Source: an optimization exercise on an open RTL-to-GDS flow (aim: small area and a short achievable clock period). Production flows keep margins and buffers that such runs may drop. Function was checked by simulation only, so behaviour that the tests miss may differ from the original. No activity file was given, so power comes from the tool's default toggle rates.

run A:
Design DilatedCausal1DConv, start of the top module:
module DilatedCausal1DConv (
    input clk,
    input reset,
    input wire [127:0] x,
    output wire [127:0] y,
    input h_write,
    input [7:0] h_index_channel,
    input [7:0] h_index_filter,
    input [7:0] h_value
);
    reg [39:0] xd [0:15];      
    reg [23:0] h [0:15];       
    reg [24:0] rv [0:15];   
    wire [24:0] rn [0:15];
    integer i;
    always @(posedge clk or posedge reset) begin
        if (reset) begin
            for (i = 0; i < 16; i = i + 1) xd[i] <= 40'd0;
        end else begin
            for (i = 0; i < 16; i = i + 1) xd[i] <= {xd[i][31:0], x[8*i +: 8]};
        end
    end
    localparam [23:0] HINV = {8'd3, 8'd2, 8'd1};
    wire wr_ok = h_write && (h_index_channel[7:4] == 4'd0);
    always @(posedge clk or posedge reset) begin
        if (reset) begin
            for (i = 0; i < 16; i = i + 1) h[i] <= 24'd0;
        end else begin
            for (i = 0; i < 16; i = i + 1) begin
                if (wr_ok && h_index_channel[3:0] == i && h_index_filter == 8'd0) h[i][7:0]   <= h_value ^ HINV[7:0];
                if (wr_ok && h_index_channel[3:0] == i && h_index_filter == 8'd1) h[i][15:8]  <= h_value ^ HINV[15:8];
  ...
Size in the first run: roughly 9700 cells after synthesis, roughly 1400 flip-flops.
Settings: LEC_CHECK=0, CAP_MARGIN=20, CORE_MARGIN=2, CORE_UTILIZATION=40, SETUP_SLACK_MARGIN=2.5, SLEW_MARGIN=20, SYNTH_HIERARCHICAL=1; clock period 7.0 ns.
standard.sh (not shown) runs the stock make flow with config.mk's settings and CLKGATE_MAP_FILE= SYNTH_SCRIPT=/design/flow/synth_recipe.tcl, a recipe that flattens the netlist after the stock synthesis.
==> flow/flow/run.sh <==
#!/bin/bash
set -euo pipefail
export BUFFER_PORTS_ARGS="-buffer_cell sky130_fd_sc_hd__buf_4"
bash standard.sh finish > standard.log 2>&1
Edits applied to the flow inputs when going from run A to run B:
Settings: SETUP_SLACK_MARGIN: 2.5 -> 2.2; TNS_END_PERCENT: unset -> 0; CORE_UTILIZATION: 40 -> 55; PLACE_DENSITY: unset -> 0.65.
Notes after the runs:
- Run B improves on run A in total vias in the final route.
- Wire: run B routes less than run A
- Relative to run A, the clock-buffer cell count measured on run B has decreased by a little under 10%.
- Side by side, tap cell count turned out lower in run B than in run A.
- Re sequential share of cell area: run B is 0.84 points up on run A.
- Run B: clock insertion delay at the later pin of the skew report lower than run A
- The all-layer global routing usage reported for run B is greater than that of run A by 6.8 points.
- Run B — area growth from synthesis to final layout 6.3 points lower, run A as reference
Input changes introduced in run C (baseline for comparison: run B):
Settings: a change of SETUP_SLACK_MARGIN from 2.2 to 2.5; a change of PLACE_DENSITY from 0.65 to 0.72; a change of CORE_UTILIZATION from 55 to 62.
==> flow/flow/run.sh <==
#!/bin/bash
set -euo pipefail
export BUFFER_PORTS_ARGS="-buffer_cell sky130_fd_sc_hd__buf_2"
bash standard.sh finish > standard.log 2>&1
==> comparison <==
Looking at via density per instance across run C and run B, the one that comes out higher is run C.
Run C vs run B: overall global routing resource usage up
Sequential share of layout area | run C above run B
Est. power | run C vs run B | run C lower
[compare] base=run B new=run C: number of tapcells -about 11%; setup slack increased 0.22 ns; fmax increased 4.8%.
When the final numbers for run C and run B were put side by side, the non-clock buffer count turned out to be smaller in run B.
Lower area added between synthesis and finish was reported by run C, not run B.
Edits applied to the flow inputs when going from run C to run D:
Settings: CORE_UTILIZATION now 55, was 62; SETUP_SLACK_MARGIN now 3.0, was 2.5; PLACE_DENSITY now 0.65, was 0.72.
==> flow/flow/run.sh <==
#!/bin/bash
set -euo pipefail
export BUFFER_PORTS_ARGS="-buffer_cell sky130_fd_sc_hd__buf_4"
bash standard.sh finish > standard.log 2>&1
Results
- Run D closes out successfully: all stages finished, all timing, DRC and antenna checks passed.
- When the final numbers for run D and run C were put side by side, the maximum frequency turned out to be greater in run D.
- Run D reports its source of the critical timing path as h[10][0] while run C reports xd[6][22].
- For the share of total power in the clock network, run D came in 0.3 points lower than run C did.
- A endpoint of the most critical setup path of rv[6][12] is what run C shows, while rv[10][6] belongs to run D.
- Diff run C -> run D | routed length on met2 | up slightly
- Run D against run C: number of antenna violations at the first check in global routing decreased by 8 relative to the old numbers, worst-case vdd ir drop saw an increase.
Modified inputs, run E compared to run D
Settings: SETUP_SLACK_MARGIN changed from 3.0 to 2.5; PLACE_DENSITY removed (was 0.65); CORE_UTILIZATION changed from 55 to 40.
- Run E | status: complete | timing, DRC, antenna: pass
- Relative to run D, the instance count after placement with tap cells included measured on run E has increased by a little under 10%.
- Status: number of synthesized flops with an enable pin parity (run E, run D)
- Looking only at clock group share of total power, and setting everything else aside, the lower value of run E and run D goes to run D.
- Number of global-route vias before repair (run E vs. run D) decreases slightly
- Compared with run D, in run E smallest setup slack after layout shrank by 0.091 ns; global-route usage shows a reduction of 8.2 points; clock latency at the later pin of the worst-skew pair saw an increase; clock skew moved up.
- | via count | higher: run D |
Inputs modified between run E and run F:
Settings: PLACE_DENSITY now 0.65, previously not set; CORE_UTILIZATION now 55, was 40.
Findings:
Compared run E against run F; total area of multi-input combinational cells within noise.
Run F ended up with a lower clock network fraction of design power than run E did.
Cmp run F vs run E: power spent charging and discharging nets lower in run F
On clock-buffer cell count, the lower figure sits with run F, not run E.
Run F vs. run E: met3 track demand over resource moved up, wire length per cell saw an increase, vertical extent of the die down 15%, final net count about even.

Setup of job 7421:
DilatedCausal1DConv, a different RTL version from the one above (not shown whole).
Size: ~1400 flip-flops, roughly 280 I/O pins, roughly 120000 um2 of cells after synthesis.
clock: 7.0 ns
lec_check: 0
cap_margin: 20
core_margin: 2
core_utilization: 55
cts_buf_list: sky130_fd_sc_hd__clkbuf_8
place_density: 0.65
setup_slack_margin: 2.5
slew_margin: 20
synth_hierarchical: 1
tns_end_percent: 0
==> flow/flow/run.sh <==
#!/bin/bash
set -euo pipefail
export BUFFER_PORTS_ARGS="-buffer_cell sky130_fd_sc_hd__buf_4"
bash standard.sh finish > standard.log 2>&1
Job 7421 was carried through to the last stage, and its layout satisfied the timing, design-rule and antenna checks.
For job 2525, these inputs were changed with respect to job 7421:
Settings: clearing CTS_BUF_LIST, which used to be sky130_fd_sc_hd__clkbuf_8.
[summary]
- Compared job 2525 vs job 7421, and area added between synthesis and finish is down in job 2525.
- Compared with job 7421, job 2525 shows a routing usage on met3 that is 0.24 points higher.
- Comparing job 2525 with job 7421, the share of the final layout cell area in sequential cells came out essentially unchanged.
- Against job 7421, job 2525 comes in 0.048 ns lower on minimum period implied by the final worst setup slack.
- Going from job 7421 to job 2525, non-clock buffer count shrinks by 1.5%.
- On cell count after synthesis, job 2525 and job 7421 are neck and neck.
#### Input delta (job 4898 over job 2525)
Settings: changing CORE_UTILIZATION from 55 to 65; changing PLACE_DENSITY from 0.65 to 0.75; changing SETUP_SLACK_MARGIN from 2.5 to 2.8.
==> flow/flow/run.sh <==
#!/bin/bash
set -euo pipefail
export BUFFER_PORTS_ARGS="-buffer_cell sky130_fd_sc_hd__buf_2"
bash standard.sh finish > standard.log 2>&1
## What came out
Comparing cell depth of the worst flop-to-flop path for job 2525 and job 4898, the bigger number came from job 4898. Between job 2525 and job 4898, the power does not differ in any meaningful way. Any difference in initial antenna violation count between job 4898 and job 2525 is small enough to ignore. Summary of the comparison: post-synthesis to final-layout area growth is higher in job 4898, relative to job 2525. On synthesized cell count, job 2525 tracks job 4898 almost exactly. Changes observed in job 4898 relative to job 2525: relative contribution of combinational cells to total power saw an increase, overall die height saw a decrease, clock skew saw an increase. Relative to job 2525, the met2 wirelength from detailed routing of job 4898 is higher by about 2.1%. Of job 2525 and job 4898, job 2525 shows the lower worst path buffer plus inverter count, with job 4898 above it. A end point of the critical path of rv[8][12] is what job 2525 shows, while rv[8][8] belongs to job 4898.

[re-timing with driven ports]
The flow's constraints put no driver on any port. The routed layouts listed below were extracted and timed again, unchanged, in two steps. Step 1, drivers: a clkbuf_16 drives clk and a buf_2 each remaining input, both assumed. Step 2, shift: input delay + t, output delay - t, t = (earliest + latest rising clock arrival at the registers) / 2. This alone moves slack from input paths to output paths. a / b / c = no drivers / after step 1 / after step 2; a / b = the first two.
run	t (ns)	slack for setup (ns)	worst register clock-pin slew, ns	worst data-port slew with drivers (ns)	cell pins on the clock port's net
run A	0.944	2.521 / 2.477 / 2.521	0.07 / 0.07	0.21	1
run B	0.938	2.241 / 2.140 / 2.345	0.07 / 0.07	0.24	1
run C	0.911	2.460 / 2.400 / 2.460	0.08 / 0.08	0.23	1
run D	0.935	2.582 / 2.572 / 2.582	0.07 / 0.07	0.23	1
run E	0.940	2.491 / 2.420 / 2.491	0.07 / 0.07	0.20	1
run F	0.940	2.503 / 2.421 / 2.503	0.07 / 0.07	0.23	1
job 7421	1.130	2.386 / 2.299 / 2.425	0.07 / 0.07	0.20	1
job 2525	0.901	2.435 / 2.345 / 2.435	0.07 / 0.07	0.18	1
job 4898	0.932	2.635 / 2.556 / 2.635	0.07 / 0.07	0.41	1
After both steps setup and hold are still met in every run listed.
